From an optimization exercise on the open Yosys and OpenROAD flow, aimed at small area; shortcuts taken in it are not production practice. No functional check of the RTL was part of any run shown here. Power and IR drop assume default switching activity.

**flow/design.v**
```verilog
`timescale 1ns / 1ps
module MouseHandler(clk,rst,ps2_c_in,ps2_d_in,ps2_c_oe,ps2_d_oe,ps2_d_out,XMouseVGA,YMouseVGA,Botones);
input clk, rst;
input ps2_c_in, ps2_d_in;
output ps2_c_oe, ps2_d_oe, ps2_d_out;
output [9:0] XMouseVGA, YMouseVGA;
output reg [2:0] Botones;
reg fb;
reg [2:0] frun;
reg edge_c;
wire fsat = (frun == 3'd0);
wire all1 = fb & fsat;
wire all0 = ~fb & fsat;
wire fall_edge = edge_c & all0;
always @(posedge clk or posedge rst)
	if (rst) begin
		fb <= 1'b0;
		frun <= 3'd0;
		edge_c <= 1'b0;
	end else begin
		fb <= ps2_c_in;
		if (ps2_c_in != fb)
			frun <= 3'b001;
		else
			frun <= {frun[1:0], (~frun[2] & frun[1]) | (frun[2] & ~frun[1] & frun[0])};
		edge_c <= all1 | (edge_c & ~all0);
	end
reg s1, s2, s3;
wire init = s2 & s3;
wire go = ~init;
wire p2 = s2 & ~s3;
wire p3 = s3 & ~s2;
wire tx_idle = ~s1 & ~(s2 ^ s3);
assign ps2_c_oe = s1;
assign ps2_d_oe = p2;
reg [3:0] cuenta;
wire trama = (cuenta == 4'd10);
localparam [15:0] LFSR_A = 16'h5d4b;
localparam [15:0] LFSR_B = 16'h5e0f;
localparam [15:0] LFSR_T = 16'hfbd0;
reg [15:0] tmr;
wire hit = (tmr == LFSR_T);
wire done = ~s1 & ~s2 & ~s3;
wire tmr_load = init | (p2 & fall_edge & trama);
wire tmr_step = s1 | p3 | (p2 & fall_edge);
wire lfsr_fb = tmr[0] ^ tmr[3] ^ tmr[4] ^ tmr[5];
wire shift_x, shift_y;
wire [15:0] tmr_next = tmr_load ? (go ? LFSR_B : LFSR_A) :
	{done ? ps2_d_in : lfsr_fb, tmr[15:9], done ? ps2_d_in : tmr[8], tmr[7:1]};
always @(posedge clk) begin
	if (tmr_load | tmr_step | shift_x)
		tmr[7:0] <= tmr_next[7:0];
	if (tmr_load | tmr_step | shift_y)
		tmr[15:8] <= tmr_next[15:8];
end
assign ps2_d_out = tmr[0];
wire [7:0] dx = tmr[7:0];
wire [7:0] dy = tmr[15:8];
always @(posedge clk or posedge rst)
	if (rst) begin
		s1 <= 1'b0;
		s2 <= 1'b1;
		s3 <= 1'b1;
	end else begin
		s1 <= init | (s1 & ~hit);
		s2 <= (s1 & hit) | (p2 & ~(fall_edge & trama));
		s3 <= (p2 & fall_edge & trama) | (p3 & ~hit);
	end
localparam R0 = 3'd0, R1 = 3'd1, R2 = 3'd2, R3 = 3'd3, R4 = 3'd4;
reg [2:0] rxs;
wire rx_start = ~ps2_d_in & ps2_c_in & tx_idle;
wire clr_bits = (rxs == R0) & tx_idle;
wire shift = (rxs == R2) & ~trama;
wire rx_done = (rxs == R4);
always @(posedge clk or posedge rst)
	if (rst)
		rxs <= R0;
	else
		case (rxs)
			R0: rxs <= rx_start ? R1 : R0;
			R1: rxs <= fall_edge ? R2 : R1;
			R2: rxs <= R3;
			R3: rxs <= trama ? R4 : R1;
			default: rxs <= R0;
		endcase
always @(posedge clk)
	if (clr_bits)
		cuenta <= 4'd0;
	else
		cuenta <= cuenta ^ {&{cuenta[2:0], fall_edge}, &{cuenta[1:0], fall_edge}, cuenta[0] & fall_edge, fall_edge};
reg [1:0] nbyte;
wire listo = nbyte[1] & ~nbyte[0];
wire slot0 = ~nbyte[1] & ~nbyte[0];
wire slot1 = ~nbyte[1] & nbyte[0];
wire slot2 = nbyte[1] & nbyte[0];
always @(posedge clk or posedge rst)
	if (rst)
		nbyte <= 2'b00;
	else begin
		nbyte[0] <= rx_done ? ~nbyte[1] : nbyte[0];
		nbyte[1] <= nbyte[0] & (rx_done | nbyte[1]);
	end
reg [5:0] st;    
assign shift_x = done & shift & slot1;
assign shift_y = done & shift & slot2;
always @(posedge clk) begin
	if (shift & slot0 & ~cuenta[3])
		st <= {ps2_d_in, st[5:1]};
end
reg [9:0] nx, ny;
assign XMouseVGA = ~nx;
assign YMouseVGA = ~ny;
wire [9:0] gdx = {10{listo}} & {{2{st[4]}}, dx};
wire [9:0] gdy = {10{listo}} & {{2{st[5]}}, dy};
reg [9:0] xn, yn;
reg cx, cy;
integer i;
always @* begin
	cx = 1'b0; cy = 1'b0;
	for (i = 0; i < 10; i = i + 1) begin
		xn[i] = nx[i] ^ gdx[i] ^ cx;
		cx = (nx[i] & gdx[i]) | (nx[i] & cx) | (gdx[i] & cx);
		yn[i] = ny[i] ^ gdy[i] ^ cy;
		cy = (ny[i] & gdy[i]) | (ny[i] & cy) | (gdy[i] & cy);
	end
end
always @(posedge clk or posedge rst)
	if (rst) begin
		nx <= 10'h3ff;
		ny <= 10'h3ff;
	end else begin
		nx <= xn;
		ny <= yn;
	end
always @(posedge clk or posedge rst)
	if (rst)
		Botones <= 3'b0;
	else if (listo)
		Botones <= st[2:0];
endmodule
```
**flow/flow/run.sh**
```bash
#!/bin/bash
# The standard layout with these changes:
#  * after the standard synthesis, the combinational logic is re-mapped by
#    ABC for area (flip-flops, adder and tie cells kept as they are), the
#    result is proven equivalent to the standard netlist, and combinational
#    cells are set to their smallest drive strength;
#  * port buffers use the smallest buffer cell (sky130_fd_sc_hd__buf_1);
#  * clock tree built from clkbuf_4 without dummy loads.
set -euo pipefail
export PATH=$PATH:/OpenROAD-flow-scripts/tools/install/yosys/bin
export BUFFER_PORTS_ARGS="-buffer_cell sky130_fd_sc_hd__buf_1"
export CTS_ARGS="-sink_clustering_enable -repair_clock_nets -dont_use_dummy_load -buf_list sky130_fd_sc_hd__clkbuf_4"
R=$PWD/orfs/results/$FLOW_PLATFORM/MouseHandler/base
LIB=$FLOW_HOME/platforms/$FLOW_PLATFORM/lib/sky130_fd_sc_hd__tt_025C_1v80.lib
bash standard.sh $R/1_2_yosys.v > synth_flow.log 2>&1
cp $R/1_2_yosys.v standard_synth.v
bash flow/reabc.sh $R/1_2_yosys.v $LIB > reabc.log 2>&1
python3 flow/downsize.py $R/1_2_yosys.v $LIB > downsize.log 2>&1
bash flow/eqcheck.sh standard_synth.v $R/1_2_yosys.v $LIB > eqcheck.log 2>&1
bash standard.sh finish > standard_flow.log 2>&1
```
**flow/flow/downsize.py**
```python
#!/usr/bin/env python3
"""Replace each combinational cell of the synthesis netlist by the smallest
drive-strength variant of the same function in the library, when that is
smaller. Flip-flops are left as synthesis made them.
Usage: downsize.py NETLIST LIB"""
import re, sys
net, lib = sys.argv[1], sys.argv[2]
txt = open(lib).read()
area = {}
ms = list(re.finditer(r'cell\s*\(\s*"?(sky130_fd_sc_hd__\w+?)"?\s*\)', txt))
for i, m in enumerate(ms):
    end = ms[i + 1].start() if i + 1 < len(ms) else len(txt)
    a = re.search(r'area\s*:\s*([\d.]+)', txt[m.end():end])
    if a:
        area[m.group(1)] = float(a.group(1))
best = {}
for c, a in area.items():
    mm = re.match(r'(sky130_fd_sc_hd__[a-z0-9]+)_(\d+)$', c)
    if mm and 'lpflow' not in c:
        b = mm.group(1)
        if b not in best or a < area[best[b]]:
            best[b] = c
src = open(net).read()
count = {}
def sub(m):
    cell, base = m.group(0), m.group(1)
    kind = base.replace('sky130_fd_sc_hd__', '')
    if re.match(r'(e|s)?df|sedf|dl|clk|conb|tap|fill|decap', kind) or cell not in area:
        return cell
    cand = best.get(base, cell)
    if area[cand] < area[cell]:
        count[cell + ' -> ' + cand] = count.get(cell + ' -> ' + cand, 0) + 1
        return cand
    return cell
src = re.sub(r'\b(sky130_fd_sc_hd__[a-z0-9]+)_(\d+)\b(?=\s+\S+\s*\()', sub, src)
open(net, 'w').write(src)
for k, v in sorted(count.items()):
    print(v, k)
```
**flow/flow/eqcheck.sh**
```bash
#!/bin/bash
# Prove that the re-mapped netlist ($2) does what the standard synthesis
# netlist ($1) does, flip-flops paired by instance name. Exits non-zero if not.
set -euo pipefail
LIB=$3
yosys -p "read_liberty -ignore_miss_func $LIB; read_verilog $1; rename $FLOW_TOP gold; read_verilog $2; rename $FLOW_TOP gate; hierarchy -check; flatten gold gate; opt_clean; async2sync; equiv_make gold gate eq; hierarchy -top eq; equiv_simple -seq 2; equiv_induct; equiv_status -assert"
```
**flow/flow/reabc.sh**
```bash
#!/bin/bash
# Re-map the combinational logic of the standard synthesis netlist with ABC
# for area. Flip-flops, adder cells and tie cells are kept as they are (same
# instances, names and cell types). Three ABC scripts are tried and the
# smallest result is kept. Usage: reabc.sh NETLIST LIB
set -euo pipefail
NET=$1; LIB=$2
DONTUSE=$(grep -o 'cell *( *"\?sky130_fd_sc_hd__\(lpflow\|probe\)[a-z0-9_]*' "$LIB" | sed 's/.*(\s*"\?/-dont_use /' | sort -u | tr '\n' ' ')
KEEP=$(grep -o 'sky130_fd_sc_hd__[a-z0-9_]*' "$NET" | sort -u | grep -E '__(e|s)?df|__sedf|__dl|__fa_|__ha_|__conb' | tr '\n' ' ')
SCRIPTS=(
  "+strash;dc2;dch,-f;map,-a;strash;dc2;dch,-f;map,-a;topo"
  "+strash;dc2;dch,-f;amap;strash;dc2;dch,-f;amap;topo"
  "+strash;dc2;dch,-f;&get,-n;&nf,-R,1000,-p;&put;topo"
)
best=""; best_area=""
for i in "${!SCRIPTS[@]}"; do
cat > reabc_$i.ys <<EOT
read_liberty -ignore_miss_func $LIB
read_verilog $NET
hierarchy -check -top $FLOW_TOP
blackbox $KEEP
flatten
rename -hide w:*.*
opt -purge
abc -liberty $LIB $DONTUSE -script ${SCRIPTS[$i]}
read_liberty -lib $LIB
hierarchy -top $FLOW_TOP
opt_clean -purge
splitnets
opt_clean -purge
hilomap -singleton -hicell sky130_fd_sc_hd__conb_1 HI -locell sky130_fd_sc_hd__conb_1 LO
insbuf -buf sky130_fd_sc_hd__buf_4 A X
check -assert -mapped
tee -o reabc_stat_$i.txt stat -liberty $LIB
write_verilog -noattr -nohex -nodec -selected $NET.reabc_$i
EOT
  if yosys -s reabc_$i.ys > reabc_$i.log 2>&1; then
    a=$(grep -o "Chip area for module .*: [0-9.]*" reabc_stat_$i.txt | awk '{print $NF}')
    echo "script $i area $a"
    if [[ -z "$best" ]] || awk "BEGIN{exit !($a < $best_area)}"; then best=$i; best_area=$a; fi
  else
    echo "script $i failed"
  fi
done
[[ -n "$best" ]]
echo "kept script $best area $best_area"
mv $NET.reabc_$best $NET
```
**flow/standard.sh**
```bash
#!/bin/bash
# synth_recipe.tcl (not shown) runs the flow's synth.tcl, then flattens the netlist and writes it again
# the make line also repeats each setting of config.mk as NAME=value (left out here)
make -C /OpenROAD-flow-scripts/flow DESIGN_CONFIG=/design/flow/config.mk WORK_HOME=/design/flow/orfs CLKGATE_MAP_FILE= SYNTH_SCRIPT=/design/flow/synth_recipe.tcl "${@:-finish}"
```
**flow/config.mk**
```make
export PLATFORM = sky130hd
export DESIGN_NAME = MouseHandler
export DESIGN_NICKNAME = MouseHandler
export VERILOG_FILES = /design/flow/design.v
export SDC_FILE = /design/flow/constraint.sdc
export NUM_CORES = 4
export LEC_CHECK = 0
export CAP_MARGIN = 20
export CORE_MARGIN = 2
export CORE_UTILIZATION = 60
export SLEW_MARGIN = 20
```
**flow/constraint.sdc**
```tcl
create_clock -name core_clock -period 10.0 [get_ports {clk}]
set_input_delay 2.0000 -clock core_clock [delete_from_list [all_inputs] [get_ports {clk}]]
set_output_delay 2.0000 -clock core_clock [all_outputs]
set_load 0.01 [all_outputs]
```
==> metrics.yaml, run 1 <==
r2r_start: "nbyte[1]"
diodes: 0
cp_top_family: "adder cells"
antenna_found_initial: 0
clock_latency_ps: 380
rows: 24
fin_util: 0.694
power_switching_share: 0.222
syn-num-nets: 277
vdd_drop_max_uv: 97.1
hold_end: "st[2]"
clk_path_buf_depth: 2
slew_violations: 0
slew_headroom: 0.535
finalCritPeriodShare: 0.472
hold_buffers: 0
clkSlewWorstSetupHoldPaths_ps: 90
finish.instance_area_sq_mm: 0.00309
min_path_cells: 0
gp_congestion: 0.794
seq_power_share: 0.668
first_iter_violations: 51
grt_pass1_wl_um: 7890
cp.arrival_ps: 5010
setup_tns_ps: 0
port_buffers: 29
worst_slack_ps: 5280
cp_data_required_time_ps: 10290
h-tree-depth: 3
path_cells: "clkinv_1 > nor2_1 > clkinv_1 > nor2_1 > ha_1 > fa_1 > clkinv_1 > fa_1 > clkinv_1 > fa_1 > fa_1 > fa_1 > fa_1 > fa_1 > fa_1 > a21oi_1 > nor2_1 > a21oi_1"
synthCells: 250
power_density_mw_per_mm2: 133
crit_buf_inv: 4
fin_crit_ps: 4720
clock-root-buffer: "clkbuf_4"
start_kind: "flip-flop"
min_from: "st[3]"
routed_wl_um: 4410
pre_cts_slack_ps: 5320
rrSetupSlack_ps: 5280
synth_warnings: 1
dp_hpwl_um: 3410
crit_path_top_delay_cell: "dfrtp_1"
slowest_delay_ps: 420
die_area_sq_mm: 0.00528
grt_start_max_net_pins: 37
pwr-share-comb: 0.056
end_kind: "flip-flop"
drcViolationCount: 0
chipWidth_um: 72.7
whs_ps: 442
cts_tree: "yes"
wl_per_cell_um: 12.9
crit_type: "flip-flop to flip-flop"
start_util: 0.637
fin_worst_skew_ps: 24.6
final_nets: 318
firstDrtPassIters: 4
core-area_sq_mm: 0.00444
cts-buffers-inserted: 9
area_growth_pct: 9.02
cts_resized: 0
drive_gt1_frac: 0.114
worstReg2RegEnd: "ny[9]"
fmax_ghz: 0.212
syn_area_sq_mm: 0.00283
rsz0062_at_grt: "false"
place_area_sq_mm: 0.00301
holdCritPathClass: "flip-flop to flip-flop"
overflow: 0
max-cap-violations: 0
fp.dieH_um: 72.7
leakagePower_nw: 1.22
avgSynthCellArea_sq_um: 11.3
tightest_slew_ps: 693
cts_num_sinks: 62
ant_nets: 0
fillCellCount: 349
num_vias: 1755
postCtsSetupBuffers: 0
switching_power_w: 0.0000915
p_int_w: 0.000320
hold_viol_final: 0
grt_use_total: 0.201
status: "finished clean"
crit_path_max_fanout: 19
setup_viol: 0
vias_per_cell: 5.15
grt_pass1_vias: 1803
cp_common_cell: "fa_1"
io_pins: 30
reg2reg_depth: 18
p_clk_frac: 0.276
==> worst reg2reg max path: stages (launching register included) <==
cell and delay, ps:
dfrtp_1 420, clkinv_1 90, nor2_1 120, clkinv_1 340
nor2_1 90, ha_1 200, fa_1 360, clkinv_1 60
fa_1 160, clkinv_1 80, fa_1 380, fa_1 400
fa_1 410, fa_1 390, fa_1 390, fa_1 380
a21oi_1 190, nor2_1 60, a21oi_1 130
==> layout make-up <==
class                   instances  area [sq um]  share of cell area
inverters                      59           221              0.0718
clock buffers                   9          67.6              0.0219
well taps                      52          65.1              0.0211
repair buffers                 30           116              0.0377
multi-input cells             129           946               0.307
flip-flops and latches         62          1670               0.541
==> power by group through the flow <==
stage | combinational, W | sequential, W | clock [W]
global route | 0.0000277 | 0.000276 | 0.000125
global placement | 0.0000232 | 0.000279 | 0
detailed placement | 0.0000238 | 0.000280 | 0
CTS | 0.0000239 | 0.000275 | 0.000119
floorplan | 0.0000182 | 0.000279 | 0
finish | 0.0000231 | 0.000275 | 0.000114
==> metrics by stage <==
stage          cells  total power (W)
6_report         341         0.000412
5_1_grt          341         0.000429
4_1_cts          341         0.000418
3_5_place_dp     332         0.000303
3_3_place_gp     332         0.000303
2_1_floorplan    250         0.000297
==> layout by cell type, fill, tap and decap left out, drive strengths merged, types with 2 or more instances in the layout <==
cell type,n
o21ai,13
a21oi,11
or4,2
nand4,2
clkinv,59
clkbuf,9
dfstp,22
a22o,3
a211oi,2
buf,30
dfrtp,14
nand3,5
dfxtp,4
nor2b,9
ha,7
fa,16
nor4,3
nor2,28
o22ai,2
or2,6
edfxtp,22
nor3,3
nand2,14
==> state kept, by name, indices dropped and copies added, names as in the netlist, named ones only <==
register,flops
Botones,3
cuenta,4
fb,1
frun,3
nbyte,2
nx,10
ny,10
rxs,3
s1,1
s2,1
s3,1
st,6
tmr,16
==> metal layers <==
metal  up-vias  global-route usage  wire, um
li1        884                   -         -
met1       828               0.252      2040
met2        33               0.321      2110
met3        10              0.0497       173
met4         0               0.113        92
met5         -                   0         0
==> worst max-delay path by stage <==
stage                 end  slack, ps  cells after the start  startpoint
finish              ny[9]       5280                     18    nbyte[1]
global route        ny[9]       4900                     18    nbyte[1]
CTS                 ny[9]       5310                     18    nbyte[1]
detailed placement  ny[9]       5320                     18    nbyte[1]
global placement    ny[9]       5450                     18    nbyte[1]
floorplan           ny[9]       5690                     18    nbyte[1]
==> inputs of run 2 (changes only) <==
--- a/flow/design.v
+++ b/flow/design.v
@@ -25,14 +25,10 @@
 			frun <= {frun[1:0], (~frun[2] & frun[1]) | (frun[2] & ~frun[1] & frun[0])};
 		edge_c <= all1 | (edge_c & ~all0);
 	end
-reg s1, s2, s3;
-wire init = s2 & s3;
-wire go = ~init;
-wire p2 = s2 & ~s3;
-wire p3 = s3 & ~s2;
-wire tx_idle = ~s1 & ~(s2 ^ s3);
+reg go, s1, s2, s3;
+wire tx_idle = ~(s1 | s2 | s3);
 assign ps2_c_oe = s1;
-assign ps2_d_oe = p2;
+assign ps2_d_oe = s2;
 reg [3:0] cuenta;
 wire trama = (cuenta == 4'd10);
 localparam [15:0] LFSR_A = 16'h5d4b;
@@ -40,9 +36,9 @@
 localparam [15:0] LFSR_T = 16'hfbd0;
 reg [15:0] tmr;
 wire hit = (tmr == LFSR_T);
-wire done = ~s1 & ~s2 & ~s3;
-wire tmr_load = init | (p2 & fall_edge & trama);
-wire tmr_step = s1 | p3 | (p2 & fall_edge);
+wire done = go & tx_idle;
+wire tmr_load = ~go | (s2 & fall_edge & trama);
+wire tmr_step = s1 | s3 | (s2 & fall_edge);
 wire lfsr_fb = tmr[0] ^ tmr[3] ^ tmr[4] ^ tmr[5];
 wire shift_x, shift_y;
 wire [15:0] tmr_next = tmr_load ? (go ? LFSR_B : LFSR_A) :
@@ -58,31 +54,30 @@
 wire [7:0] dy = tmr[15:8];
 always @(posedge clk or posedge rst)
 	if (rst) begin
+		go <= 1'b0;
 		s1 <= 1'b0;
-		s2 <= 1'b1;
-		s3 <= 1'b1;
+		s2 <= 1'b0;
+		s3 <= 1'b0;
 	end else begin
-		s1 <= init | (s1 & ~hit);
-		s2 <= (s1 & hit) | (p2 & ~(fall_edge & trama));
-		s3 <= (p2 & fall_edge & trama) | (p3 & ~hit);
+		go <= 1'b1;
+		s1 <= ~go | (s1 & ~hit);
+		s2 <= (s1 & hit) | (s2 & ~(fall_edge & trama));
+		s3 <= (s2 & fall_edge & trama) | (s3 & ~hit);
 	end
-localparam R0 = 3'd0, R1 = 3'd1, R2 = 3'd2, R3 = 3'd3, R4 = 3'd4;
 reg [2:0] rxs;
+wire rx_idle = ~rxs[2] & ~rxs[1] & ~rxs[0];
 wire rx_start = ~ps2_d_in & ps2_c_in & tx_idle;
-wire clr_bits = (rxs == R0) & tx_idle;
-wire shift = (rxs == R2) & ~trama;
-wire rx_done = (rxs == R4);
+wire clr_bits = rx_idle & tx_idle;
+wire shift = rxs[1] & ~rxs[0] & ~trama;
+wire rx_done = rxs[2];
 always @(posedge clk or posedge rst)
 	if (rst)
-		rxs <= R0;
-	else
-		case (rxs)
-			R0: rxs <= rx_start ? R1 : R0;
-			R1: rxs <= fall_edge ? R2 : R1;
-			R2: rxs <= R3;
-			R3: rxs <= trama ? R4 : R1;
-			default: rxs <= R0;
-		endcase
+		rxs <= 3'b000;
+	else begin
+		rxs[0] <= (rx_idle & rx_start) | (~rxs[1] & rxs[0] & ~fall_edge) | (rxs[1] & ~(rxs[0] & trama));
+		rxs[1] <= (~rxs[1] & rxs[0] & fall_edge) | (rxs[1] & ~rxs[0]);
+		rxs[2] <= rxs[1] & rxs[0] & trama;
+	end
 always @(posedge clk)
 	if (clr_bits)
 		cuenta <= 4'd0;
==> run 2 against run 1 <==
Net effect: first-iteration DRC count up 67%; final area down 0.36%; utilization down 0.25 points; sequential power up 9.5%; clock power about the same; die area down 0.59%; fmax up 1.9%; worst setup slack better by 87 ps; power up 12%; via count down 0.23%; critical path type unchanged; largest cell class unchanged.
==> metrics.yaml, run 2 <==
power_density_mw_per_mm2: 150
cp-endpoint: "ny[9]"
drive_gt1_frac: 0.111
fin_crit_ps: 4630
dp_hpwl_um: 3480
grt_pass1_wl_um: 8180
postCtsSetupBuffers: 0
port_buffers: 29
antenna_found_initial: 0
gp_congestion: 0.823
ant_nets: 0
synthCells: 246
p_clk_frac: 0.252
seq_power_share: 0.655
final_nets: 313
critical_path.startpoint: "nbyte[1]"
cts_resized: 0
start_util: 0.633
leakagePower_nw: 1.23
tightest_slew_ps: 594
routed_wl_um: 4630
avgSynthCellArea_sq_um: 11.4
r2r_start: "nbyte[1]"
cp_common_cell: "fa_1"
rrSetupSlack_ps: 5370
vias_per_cell: 5.17
path_cells: "clkinv_1 > nor2_1 > clkinv_1 > nor2b_1 > ha_1 > fa_1 > clkinv_1 > fa_1 > clkinv_1 > fa_1 > fa_1 > fa_1 > fa_1 > fa_1 > fa_1 > a21oi_1 > nor2_1 > a21oi_1"
cts-buffers-inserted: 9
crit_type: "flip-flop to flip-flop"
fin_cells: 339
rows: 24
start_kind: "flip-flop"
synth_warnings: 1
status: "finished clean"
reg2reg_depth: 18
clkSlewWorstSetupHoldPaths_ps: 100
cts_num_sinks: 63
crit_path_top_delay_cell: "dfrtp_1"
p_int_w: 0.000346
max-cap-violations: 0
diodes: 0
layout_commonest_cell: "clkinv_1"
switching_power_w: 0.000114
hold_buffers: 0
hold_viol_final: 0
wl_per_cell_um: 13.7
place_area_sq_mm: 0.00300
core-area_sq_mm: 0.00444
fmax_ghz: 0.216
worstReg2RegEnd: "ny[9]"
fin_worst_skew_ps: 23.5
grt_pass1_vias: 1821
overflow: 0
finish.instance_area_sq_mm: 0.00307
fp.dieH_um: 72.5
io_pins: 30
largest_register_ffs: 16
clk_path_buf_depth: 2
layout_common_cells: "clkinv_1, nor2_1, buf_1"
grt_start_max_net_pins: 38
firstDrtPassIters: 4
slew_headroom: 0.601
chipWidth_um: 72.5
drcViolationCount: 0
finalCritPeriodShare: 0.463
setup_viol: 0
slew_violations: 0
power_switching_share: 0.247
num_vias: 1751
end_kind: "flip-flop"
reg.largest.list: "tmr: 16 flops, nx: 10 flops, ny: 10 flops"
grt_use_total: 0.212
first_iter_violations: 85
top_register: "tmr"
clock_latency_ps: 390
syn_area_sq_mm: 0.00281
cp.arrival_ps: 4960
vdd_drop_max_uv: 103
area_growth_pct: 9.30
h-tree-depth: 3
holdCritPathClass: "flip-flop to flip-flop"
slowest_delay_ps: 410
die_area_sq_mm: 0.00525
cts_tree: "yes"
crit_path_max_fanout: 19
rsz0062_at_grt: "false"
syn-num-nets: 270
setup_tns_ps: 0
clock-root-buffer: "clkbuf_4"
cp_data_required_time_ps: 10330
placedCellCount: 329
pwr-share-comb: 0.092
==> run 2: power groups by stage <==
stage	Clock [W]	Combinational, W	Sequential [W]
after detailed placement	0	0.0000430	0.000306
final	0.000116	0.0000424	0.000301
after global placement	0	0.0000415	0.000306
after floorplan	0	0.0000328	0.000303
after global routing	0.000129	0.0000516	0.000304
after CTS	0.000121	0.0000432	0.000301
==> run 2: critical path: cells and delay by family, from the launching register on <==
family | cells | cell delay (ps)
buffers and inverters | 4 | 520
adder cells (fa/ha/maj) | 9 | 3060
flip-flops | 1 | 410
AO/OA/AOI/OAI | 2 | 310
AND/OR/NAND/NOR | 3 | 270
==> run 2: metrics by stage <==
stage               power [W]  hold WS, ps  utilization  worst slack (ps)
detailed placement   0.000349          420        0.675              5360
CTS                  0.000465          443        0.691              5370
floorplan            0.000336          400            -              5700
finish               0.000460          446        0.692              5370
global placement     0.000347          413        0.674              5470
global route         0.000485          454        0.692              5050
==> run 2: layout make-up <==
type,instances,area (sq um)
Sequential cell,63,1690
Tap cell,52,65.1
Clock buffer,9,67.6
Multi-Input combinational cell,128,915
Fill cell,347,1370
Inverter,55,206
Timing Repair Buffer,32,129
==> run 2: worst min-delay path by stage <==
stage / from / endpoint / slack, ps / depth (start not counted)
after floorplan: st[3] / st[2] / 400 / 0
after global placement: st[3] / st[2] / 410 / 0
after detailed placement: st[3] / st[2] / 420 / 0
after CTS: st[3] / st[2] / 440 / 0
after global routing: st[3] / st[2] / 450 / 0
final: st[3] / st[2] / 450 / 0
==> run 2: per-layer routing <==
metal  part of all wire  GRT usage  vias up
met5                  0          0        -
met4              0.018      0.103        0
met3              0.029     0.0500        9
met2               0.49      0.340       25
met1               0.46      0.275      845
li1                   -          -      872

==> afterwards: timing with drivers on the ports <==
In the flow no input, the clock included, has a driving cell. The finished layouts below were timed again as built, in two steps.
Step 1 assumes that a clkbuf_16 drives the clock port and a buf_2 every other input.
Step 2 times the ports against the registers' clock, not the clock port: input delays grow and output delays shrink by t, the midpoint of the rising clock arrivals with the driver on.
Slacks: ideal / step 1 / step 2; pairs: ideal / step 1.
| run | t, ns | slack for setup (ns) | clock arrival spread, ns |
|---|---|---|---|
| run 1 | 0.394 | 5.282 / 5.282 / 5.282 | 0.025 / 0.025 |
| run 2 | 0.404 | 5.369 / 5.369 / 5.369 | 0.023 / 0.024 |
After both steps every run listed still meets setup and hold.
